This is an optimization exercise on Yosys and OpenROAD, whose aim is small area and a short achievable clock period, not a production implementation.
Only simulation tests tie the RTL to the original design; equivalence was not proved.
No activity file was given, so power comes from the tool's default toggle rates.

Setup of v14:
==> flow/design.v <==
module interrupt_controller(
	pclk_i,
	prst_i,
	penable_i,
	pready_o,
	pwrite_i,
	paddr_i,
	pwdata_i,
	prdata_o,
	interrupt_active_i,
	interrupt_valid_o,
	interrupt_to_be_serviced_o,
	interrupt_serviced_i);
	input pclk_i,prst_i,penable_i,pwrite_i;
	input [3:0] paddr_i,pwdata_i;
	output reg pready_o;
	output reg [3:0] prdata_o;
	input [15:0] interrupt_active_i;
	input interrupt_serviced_i;
	output reg interrupt_valid_o;
	output reg [3:0] interrupt_to_be_serviced_o;
	reg arb;
	integer i;
	genvar g;
	reg [15:0] pb3, pb2, pb1, pb0;
	wire [3:0] wdata = pwdata_i & {4{~prst_i}};
	wire wr = penable_i & pwrite_i;
	wire [15:0] sel;
	generate
		for (g = 0; g < 16; g = g + 1) begin : regs
			assign sel[g] = paddr_i == g;
			always @(posedge pclk_i)
				if (prst_i | (wr & sel[g])) begin
					pb3[g] <= wdata[3];
					pb2[g] <= wdata[2];
					pb1[g] <= wdata[1];
					pb0[g] <= wdata[0];
				end
		end
	endgenerate
	wire [3:0] rdata = {|(sel & pb3), |(sel & pb2), |(sel & pb1), |(sel & pb0)};
	always @(posedge pclk_i) begin
		pready_o <= penable_i & ~prst_i;
		if (prst_i | (penable_i & ~pwrite_i))
			prdata_o <= rdata & {4{~prst_i}};
	end
	wire [15:0] c3 = interrupt_active_i;
	wire h3 = |(c3 & pb3);
	wire h2 = h3 ? |(c3 & pb3 & pb2) : |(c3 & pb2);
	wire [15:0] c1 = c3 & (pb3 | {16{~h3}}) & (pb2 | {16{~h2}});
	wire h1 = |(c1 & pb1);
	wire h0 = h1 ? |(c1 & pb1 & pb0) : |(c1 & pb0);
	wire [15:0] cw = c1 & (pb1 | {16{~h1}}) & (pb0 | {16{~h0}});
	wire [3:0] nz, lo_odd, lo_hi;
	generate
		for (g = 0; g < 4; g = g + 1) begin : quad
			wire [3:0] q = cw[4*g+3:4*g];
			assign nz[g] = |q;
			assign lo_hi[g] = ~q[0] & ~q[1];
			assign lo_odd[g] = ~q[0] & (q[1] | ~q[2]);
		end
	endgenerate
	wire [3:0] fq = {nz[3] & ~nz[2] & ~nz[1] & ~nz[0], nz[2] & ~nz[1] & ~nz[0],
	                 nz[1] & ~nz[0], nz[0]};
	wire [3:0] winner = {fq[3] | fq[2], fq[3] | fq[1], |(fq & lo_hi), |(fq & lo_odd)};
	always @(posedge pclk_i) begin
		if (prst_i) begin
			arb <= 1'b0;
			interrupt_valid_o <= 1'b0;
			interrupt_to_be_serviced_o <= 4'd0;
		end else begin
			arb <= (|interrupt_active_i) &
			       ((~arb & ~interrupt_valid_o) | (interrupt_valid_o & interrupt_serviced_i));
			interrupt_valid_o <= arb | (interrupt_valid_o & ~interrupt_serviced_i);
			if (arb) interrupt_to_be_serviced_o <= winner;
			else if (interrupt_serviced_i) interrupt_to_be_serviced_o <= 4'd0;
		end
	end
endmodule
export LEC_CHECK = 0
export ABC_AREA = 1
export CAP_MARGIN = 20
export CORE_MARGIN = 2
export CORE_UTILIZATION = 40
export CTS_BUF_LIST = sky130_fd_sc_hd__clkbuf_4 sky130_fd_sc_hd__clkbuf_8
export SLEW_MARGIN = 20
create_clock -name core_clock -period 30.0 [get_ports {pclk_i}]
standard.sh (not shown) runs the stock make flow with config.mk's settings and CLKGATE_MAP_FILE= SYNTH_SCRIPT=/design/flow/synth_recipe.tcl, a recipe that flattens the netlist after the stock synthesis.
==> flow/flow/run.sh <==
#!/bin/bash
# Own layout flow: the standard flow (standard.sh) with
#  - the standard synthesis, except that ABC maps with flow/abc.script
#    (registers are mapped before ABC runs, so they are unchanged),
#  - smaller port buffers,
#  - timing repair aimed at a setup slack margin below the clock period.
# Each step's full output is in standard_flow.log and ORFS's logs/.
set -euo pipefail
source flow/params.sh
export MY_ABC_SCRIPT=$PWD/flow/abc.script
args=("BUFFER_PORTS_ARGS=-buffer_cell $PORT_BUF" "SETUP_SLACK_MARGIN=$MARGIN")
if [[ "${OWN_ABC:-1}" == 1 ]]; then args+=("SYNTH_SCRIPT=$PWD/flow/synth.tcl"); fi
bash standard.sh "${args[@]}" finish > standard_flow.log 2>&1
==> flow/flow/abc.script <==
&get -n
 &st
 &dch
 &nf -R 1000
 &put
 topo
 upsize -c
 dnsize -c
==> flow/flow/params.sh <==
PORT_BUF=sky130_fd_sc_hd__buf_1
MARGIN=20.5
==> flow/flow/synth.tcl <==
# synth_recipe.tcl (the standard synthesis), with ABC's script replaced by
# flow/abc.script when MY_ABC_SCRIPT names it.
proc synth {args} { yosys synth -nofsm -noshare {*}$args }
proc abc {args} {
  set i [lsearch -exact $args -script]
  if { $i >= 0 && [info exists ::env(MY_ABC_SCRIPT)] } {
    lset args [expr {$i + 1}] $::env(MY_ABC_SCRIPT)
  }
  puts "abc wrapper: $args"
  yosys abc {*}$args
}
source $::env(SCRIPTS_DIR)/synth.tcl
# left out here: clear keep_hierarchy, flatten, clean up, hide names made inside functions, write 1_2_yosys.v
[inputs] v44 vs v14
- CTS_BUF_LIST: sky130_fd_sc_hd__clkbuf_4 sky130_fd_sc_hd__clkbuf_8 -> sky130_fd_sc_hd__clkbuf_8
==> flow/flow/params.sh <==
PORT_BUF=sky130_fd_sc_hd__buf_1
MARGIN=20
Findings:
Per the comparison of v44 with v14, final core utilization went down by 4.5 points; clock-buffer cell count went down by 4; post-route clock period utilization went up by 0.82 points; total setup buffers inserted after CTS went down by 11; total power went down by 0.029 mW. What v14 reported for critical path depth has to be multiplied by 1.10 to get the figure for v44. [diff] first-pass GRT wire length, v44 relative to v14: improvement.
Setup changes, v44 to v49
==> flow/flow/params.sh <==
PORT_BUF=sky130_fd_sc_hd__buf_1
MARGIN=21
OWN_ABC=0
Notes after the runs:
Between v44 and v49, largest net degree at the start of global routing decreased. Compared with v44, v49 shows a final estimated routing congestion in global placement that is 4.3% higher. v44 vs v49, most common cell after layout, fill and taps aside: sky130_fd_sc_hd__edfxtp_1 vs sky130_fd_sc_hd__nand2_1. On worst hold-check slack, the higher figure sits with v49, not v44. For v49, the critical path startpoint was interrupt_active_i[14], unlike v44, where it was interrupt_active_i[10]. v49 ended with more count of inverters not on the clock network in the layout than v44. As far as final routed DRC violation total goes, v49 and v44 are indistinguishable; the numbers are identical.
Inputs modified between v49 and v47:
- PLACE_DENSITY newly set to 0.85
- CORE_UTILIZATION changed from 40 to 70
==> flow/flow/params.sh <==
PORT_BUF=sky130_fd_sc_hd__buf_1
MARGIN=20
==> summary.txt <==
- The design area in v47 sits about 11% below the value recorded for v49.
- Compared v47 against v49; count of antenna diodes in the layout within noise.
- [compare] base=v49 new=v47: clock-buffer cell count flat; multi-input combinational gate total moved down; detailed-routed wire length on met3 now larger; core utilization went up 38 points.
- Area growth from synthesis to final layout for v47: 2.2 points up relative to v49
- Taking v47 over v49, the critical path depth ratio works out to 0.78.
- Comparing v49 against v47, there is no change at all in hold violation count in the final report.
- NOTE largest vdd supply drop v49->v47 increased by more than half
- Of v49 and v47, v47 shows the higher final period demand of the worst path, with v49 below it.

Starts from the design.v that is shown in full above.
export LEC_CHECK = 0
export ABC_AREA = 1
export CAP_MARGIN = 20
export CORE_MARGIN = 2
export CORE_UTILIZATION = 40
export CTS_BUF_LIST = sky130_fd_sc_hd__clkbuf_8
export CTS_CLUSTER_DIAMETER = 150
export CTS_CLUSTER_SIZE = 25
export SLEW_MARGIN = 20
create_clock -name core_clock -period 30.0 [get_ports {pclk_i}]
==> flow/flow/params.sh <==
PORT_BUF=sky130_fd_sc_hd__buf_1
MARGIN=20
Scripts as last shown in full above: flow/flow/run.sh, flow/flow/abc.script, flow/flow/synth.tcl
Change:
==> flow/flow/run.sh (replaced) <==
#!/bin/bash
# Own layout flow: the standard flow, with smaller port buffers and
# timing repair aimed below the clock period.
set -euo pipefail
bash standard.sh \
  "BUFFER_PORTS_ARGS=-buffer_cell sky130_fd_sc_hd__buf_2" \
  "SETUP_SLACK_MARGIN=21" \
  finish > standard_flow.log 2>&1
Settings changed: CTS_BUF_LIST sky130_fd_sc_hd__clkbuf_8 to unset, CTS_CLUSTER_DIAMETER 150 to unset, CTS_CLUSTER_SIZE 25 to unset.
removed: flow/flow/abc.script
removed: flow/flow/params.sh
removed: flow/flow/synth.tcl
Effect:
- worst hold slack barely changes
- die area grows by about 14%
- cell count grows by 62%
- core utilization grows by 0.43 points
Change:
==> flow/flow/run.sh (replaced) <==
#!/bin/bash
# Own layout flow: the standard flow (standard.sh) with
#  - the standard synthesis, except that ABC maps with flow/abc.script
#    (registers are mapped before ABC runs, so they are unchanged),
#  - smaller port buffers,
#  - timing repair aimed at a setup slack margin below the clock period.
# Each step's full output is in standard_flow.log and ORFS's logs/.
set -euo pipefail
source flow/params.sh
export MY_ABC_SCRIPT=$PWD/flow/abc.script
args=("BUFFER_PORTS_ARGS=-buffer_cell $PORT_BUF" "SETUP_SLACK_MARGIN=$MARGIN")
if [[ "${OWN_ABC:-1}" == 1 ]]; then args+=("SYNTH_SCRIPT=$PWD/flow/synth.tcl"); fi
bash standard.sh "${args[@]}" finish > standard_flow.log 2>&1
==> flow/flow/abc.script (new file) <==
&get -n
 &st
 &dch
 &nf -R 1000
 &put
 topo
 upsize -c
 dnsize -c
==> flow/flow/params.sh (new file) <==
PORT_BUF=sky130_fd_sc_hd__buf_1
MARGIN=20
==> flow/flow/synth.tcl (new file) <==
# synth_recipe.tcl (the standard synthesis), with ABC's script replaced by
# flow/abc.script when MY_ABC_SCRIPT names it.
proc synth {args} { yosys synth -nofsm -noshare {*}$args }
proc abc {args} {
  set i [lsearch -exact $args -script]
  if { $i >= 0 && [info exists ::env(MY_ABC_SCRIPT)] } {
    lset args [expr {$i + 1}] $::env(MY_ABC_SCRIPT)
  }
  puts "abc wrapper: $args"
  yosys abc {*}$args
}
source $::env(SCRIPTS_DIR)/synth.tcl
# left out here: clear keep_hierarchy, flatten, clean up, hide names made inside functions, write 1_2_yosys.v
Settings changed: CTS_BUF_LIST set to sky130_fd_sc_hd__clkbuf_16, CTS_CLUSTER_DIAMETER set to 150, CTS_CLUSTER_SIZE set to 40.
What happened: Via count fell by 22%. Die area fell by 13%. Register-to-register slack gets worse by 1.1 ns. Worst setup slack loses 1.2 ns. Final cell count decreases by 38%. Wire length falls by 20%.

separate check: timing with driven ports:
How much do the figures lean on ideal ports? The routed layouts below were timed once more, with nothing changed but the port constraints. Step 1, drivers: a clkbuf_16 drives pclk_i and a buf_2 each remaining input, both assumed. Step 2 adds t to the input delays and takes it off the output delays; t is the mean of the earliest and latest rising clock arrival at the registers after step 1. Input paths then give back, and output paths get back, about the clock's delay inside the block. Three values: no drivers, after step 1, after step 2; two values: the first two.
run	shift t [ns]	slack for setup (ns)	hold slack, ns
v14	0.379	20.474 / 20.470 / 20.091	0.453 / 0.453 / 0.453
v44	0.380	20.227 / 20.238 / 19.858	0.459 / 0.459 / 0.459
v49	0.403	21.338 / 21.350 / 20.946	0.467 / 0.467 / 0.467
v47	0.377	20.303 / 20.310 / 19.934	0.452 / 0.452 / 0.452
the first run of note 2	0.380	20.227 / 20.238 / 19.858	0.459 / 0.459 / 0.459
the second run of note 2	0.388	21.377 / 21.397 / 21.010	0.461 / 0.461 / 0.461
the third run of note 2	0.367	20.207 / 20.222 / 19.855	0.457 / 0.457 / 0.457
After both steps every run listed still meets setup and hold. For v49, which loses most, drivers alone change the setup slack by +0.012 ns; drivers and shift together by -0.392 ns.
